From an optimization exercise on the open Yosys and OpenROAD flow, aimed at small area; shortcuts taken in it are not production practice.
Function was checked by simulation only, so behaviour that the tests miss may differ from the original.
The clock port is modelled as an ideal driver; clocking choices that lean on that would not hold on a real chip.

==> garnet <==
// top_microwave
module top_microwave(
    input clk,
    input reset,
    input btnC,
    input btnU,
    input btnR,
    input btnL,
    input btnD,
    output [7:0] seg,
    output [3:0] an,
    output PWM_OUT,
    output [1:0] in1_in2,
    output servo,
    output buzzer,
    output [15:0] led
);
Settings: LEC_CHECK=0, CAP_MARGIN=20, CORE_MARGIN=2, CORE_UTILIZATION=40, PLACE_DENSITY=0.6, SLEW_MARGIN=20; clock period 120.0 ns.
standard.sh (not shown) runs the stock make flow with config.mk's settings and CLKGATE_MAP_FILE= SYNTH_SCRIPT=/design/flow/synth_recipe.tcl, a recipe that flattens the netlist after the stock synthesis.
==> flow/flow/run.sh <==
#!/bin/bash
# Own layout flow: the standard ORFS flow (standard.sh) with
#  - synthesis: the standard script, but no adder-cell mapping and an
#    area-oriented abc script (flow/synth.tcl, flow/area.abc);
#  - port buffers: buf_1 instead of the default choice;
#  - CTS: clkbuf_8 buffers, no dummy loads.
# Every tool's output goes to logs under orfs/logs/ (ORFS) and to flow.log here.
set -euo pipefail
here="$(pwd)"
bash standard.sh \
  SYNTH_SCRIPT="$here/flow/synth.tcl" \
  ADDER_MAP_FILE= \
  BUFFER_PORTS_ARGS="-buffer_cell sky130_fd_sc_hd__buf_1" \
  CTS_ARGS="-sink_clustering_enable -repair_clock_nets -buf_list sky130_fd_sc_hd__clkbuf_8 -dont_use_dummy_load" \
  finish > "$here/flow.log" 2>&1
==> flow/flow/area.abc <==
strash
&get -n
&deepsyn -T 30 -S @SEED@
&put
dch -f
amap
topo
==> flow/flow/synth.tcl <==
# The standard synthesis (synth_recipe.tcl), with only abc's mapping changed:
# abc runs an area-oriented script (area.abc beside this file) with several
# random seeds and the smallest mapping is kept. Registers are untouched: abc
# only remaps the combinational logic between them.
set my_flow_dir [file dirname [file normalize [info script]]]
proc synth {args} { yosys synth -nofsm -noshare {*}$args }
proc my_mapped_area {} {
  set libs {}
  foreach lib $::env(LIB_FILES) { lappend libs -liberty $lib }
  set report [tee -q -s result.string stat {*}$libs]
  if { [regexp {Chip area for module[^:]*:\s*([0-9.eE+-]+)} $report -> area] } { return $area }
  return 1e30
}
proc abc {args} {
  set i [lsearch -exact $args -script]
  if { $i < 0 } { yosys abc {*}$args; return }
  set template [read [open [file join $::my_flow_dir area.abc]]]
  yosys design -save my_pre_abc
  set best 1e30
  foreach seed {1 2 3 4} {
    set script [file join $::env(OBJECTS_DIR) area_seed$seed.abc]
    set f [open $script w]
    puts -nonewline $f [string map [list @SEED@ $seed] $template]
    close $f
    yosys design -load my_pre_abc
    lset args [expr { $i + 1 }] $script
    yosys abc {*}$args
    set area [my_mapped_area]
    puts "bench abc seed $seed: area $area"
    if { $area < $best } {
      set best $area
      yosys design -save my_best_abc
    }
  }
  yosys design -load my_best_abc
  puts "bench abc kept area $best"
}
source $::env(SCRIPTS_DIR)/synth.tcl
# left out here: clear keep_hierarchy, flatten, clean up, hide names made inside functions, write 1_2_yosys.v
==> pepper: changes against garnet <==
--- a/flow/design.v
+++ b/flow/design.v
@@ -288,39 +288,41 @@
         if (reset) pwm_r <= 1'b1;
         else pwm_r <= motor_enable & (c10_9 | (~c10[3] & ~c10[2] & ~c10[1]));
     end
     assign PWM_OUT = pwm_r;
     assign in1_in2 = {1'b0, motor_enable};
     reg [2:0] bf;
     reg b_alarm;
-    reg [10:0] bq;
-    reg tone;
+    reg [9:0] bl;
+    reg bt;
     reg buzzer_r;
     wire beep = C_p | U_p | R_p | L_s | D_p;
     wire b_idle = bf[2] & bf[1] & bf[0];
-    wire bq_btn_end = bq[7] & ~bq[5] & ~bq[3] & bq[2] & ~bq[1] & ~bq[0];
-    wire bq_alarm_end = bq[9] & ~bq[8] & bq[7] & bq[6] & ~bq[5] & ~bq[4] & bq[3] & bq[2] & bq[1] & ~bq[0];
-    wire b_end = b_alarm ? (bq_alarm_end & bf[1] & bf[0]) : (bq_btn_end & bf[2] & ~bf[0]);
+    wire bl_btn_end = bl[9] & bl[6] & bl[3] & bl[2];
+    wire bl_alarm_end = bl[9] & ~bl[8] & ~bl[7] & bl[6] & bl[4] & ~bl[3] & ~bl[2] & ~bl[1];
+    wire b_end = b_alarm ? (bl_alarm_end & ~bt & bf[1] & bf[0]) : (bl_btn_end & bt & bf[2] & ~bf[0]);
     wire bf_wrap = b_alarm ? (bf[2] & bf[0]) : (bf[2] & ~bf[0]);
     always @(posedge clk, posedge reset) begin
         if (reset) begin
-            bf <= 3'd7; b_alarm <= 0; bq <= 0; tone <= 0;
+            bf <= 3'd7; b_alarm <= 0; bl <= 0; bt <= 0;
         end else if (b_idle) begin
             if (beep) begin bf <= 3'd0; b_alarm <= 0; end
             else if (alarm_act) begin bf <= 3'd0; b_alarm <= 1; end
         end else if (b_end) begin
-            bf <= 3'd7; bq <= 0; tone <= 0;
+            bf <= 3'd7; bl <= 0; bt <= 0;
         end else if (bf_wrap) begin
-            bf <= 0; bq <= {bq[9:0], ~(bq[10] ^ bq[1])}; tone <= ~tone;
+            bf <= 0;
+            bt <= ~bt;
+            if (bt) bl <= {bl[8:0], ~(bl[9] ^ bl[2])};
         end else
             bf <= bf + 1'b1;
     end
     always @(posedge clk, posedge reset) begin
         if (reset) buzzer_r <= 0;
-        else buzzer_r <= tone;
+        else buzzer_r <= bt;
     end
     assign buzzer = buzzer_r;
     reg [3:0] digit;
     always @(*) begin
         digit = 4'd0;
         if (st_set) begin
             case (sel)
==> flow/flow/run.sh (replaced) <==
#!/bin/bash
# Own layout flow: the standard ORFS flow (standard.sh) with
#  - synthesis: the standard script, but no adder-cell mapping and an
#    area-oriented abc script (flow/synth.tcl, flow/area.abc);
#  - port buffers: buf_1 instead of the default choice;
#  - CTS: clkbuf_8 buffers, no dummy loads, then clkbuf_4 wherever the
#    flip-flop clock pins stay well under the slew limit (flow/post_cts.tcl).
# Every tool's output goes to logs under orfs/logs/ (ORFS) and to flow.log here.
set -euo pipefail
here="$(pwd)"
bash standard.sh \
  SYNTH_SCRIPT="$here/flow/synth.tcl" \
  ADDER_MAP_FILE= \
  BUFFER_PORTS_ARGS="-buffer_cell sky130_fd_sc_hd__buf_1" \
  CTS_ARGS="-sink_clustering_enable -repair_clock_nets -buf_list sky130_fd_sc_hd__clkbuf_8 -dont_use_dummy_load" \
  POST_CTS_TCL="$here/flow/post_cts.tcl" \
  finish > "$here/flow.log" 2>&1
==> flow/flow/post_cts.tcl (new file) <==
set_propagated_clock [all_clocks]
estimate_parasitics -placement
proc my_worst_clk_slew {} {
  set worst 0
  foreach pin [all_registers -clock_pins] {
    foreach e {rise fall} {
      set s [sta::time_ui_sta [get_property $pin slew_max_$e]]
      if { $s > $worst } { set worst $s }
    }
  }
  return [expr { $worst * 1e12 }]
}
set my_small [get_lib_cells sky130_fd_sc_hd__clkbuf_4]
set my_big [get_lib_cells sky130_fd_sc_hd__clkbuf_8]
set my_n 0
puts "bench post-cts: worst clock pin slew [my_worst_clk_slew] ps"
foreach inst [get_cells -filter "ref_name == sky130_fd_sc_hd__clkbuf_8"] {
  replace_cell $inst $my_small
  estimate_parasitics -placement
  if { [my_worst_clk_slew] > 105 } {
    replace_cell $inst $my_big
    estimate_parasitics -placement
  } else {
    incr my_n
  }
}
puts "bench post-cts: $my_n clock buffers downsized, worst clock pin slew [my_worst_clk_slew] ps"
--- a/flow/flow/synth.tcl
+++ b/flow/flow/synth.tcl
@@ -13,15 +13,15 @@
 }
 proc abc {args} {
   set i [lsearch -exact $args -script]
   if { $i < 0 } { yosys abc {*}$args; return }
   set template [read [open [file join $::my_flow_dir area.abc]]]
   yosys design -save my_pre_abc
   set best 1e30
-  foreach seed {1 2 3 4} {
+  foreach seed {1 2 3 4 5 6} {
     set script [file join $::env(OBJECTS_DIR) area_seed$seed.abc]
     set f [open $script w]
     puts -nonewline $f [string map [list @SEED@ $seed] $template]
     close $f
     yosys design -load my_pre_abc
     lset args [expr { $i + 1 }] $script
     yosys abc {*}$args
==> summary.txt <==
| item | garnet | pepper |
|---|---|---|
| Core outline area | 17060 sq um | 16700 sq um |
| Routed met2 length | 7.093 mm | 7.181 mm |
| GPL Wtd Cong | 0.9328 | 0.9500 |
| Number of stages on the worst hold path | 0 | 1 |
| Placed Instances | 1060 | 1061 |
| Result of the run | timing/DRC/antenna clean | timing/DRC/antenna clean |
| Worst-path fanout max | 7 | 9 |
| Die outline width | 135.4 um | 135.0 um |
| Beginning of the worst hold path | u_btnC.o_btn_stable | u_btnR.g_pulse.btn_prev |
| Number of well taps | 225 | 220 |
| Global router's overall resource usage | 0.1810 | 0.1829 |
| Area after DPL | 7268 sq um | 7224 sq um |
| Final routed wire length divided by cell count | 14.45 um | 14.65 um |

-- re-timing with driven ports --
How much do the figures lean on ideal ports? The routed layouts below were timed once more, with nothing changed but the port constraints.
Step 1 assumes that a clkbuf_16 drives the clock port and a buf_2 every other input.
Step 2 moves the port delays by t, midway between the first and last clock arrival at a register: inputs arrive t later, outputs are due t later. That takes back most of the time a late clock gives input paths.
a / b / c = no drivers / after step 1 / after step 2; a / b = the first two.
| run | t (ns) | setup WS [ns] | latest minus earliest clock arrival (ns) |
|---|---|---|---|
| garnet | 0.463 | 91.779 / 91.741 / 92.204 | 0.021 / 0.020 |
| pepper | 0.578 | 92.121 / 92.083 / 92.660 | 0.033 / 0.033 |
After both steps every run listed still meets setup and hold.
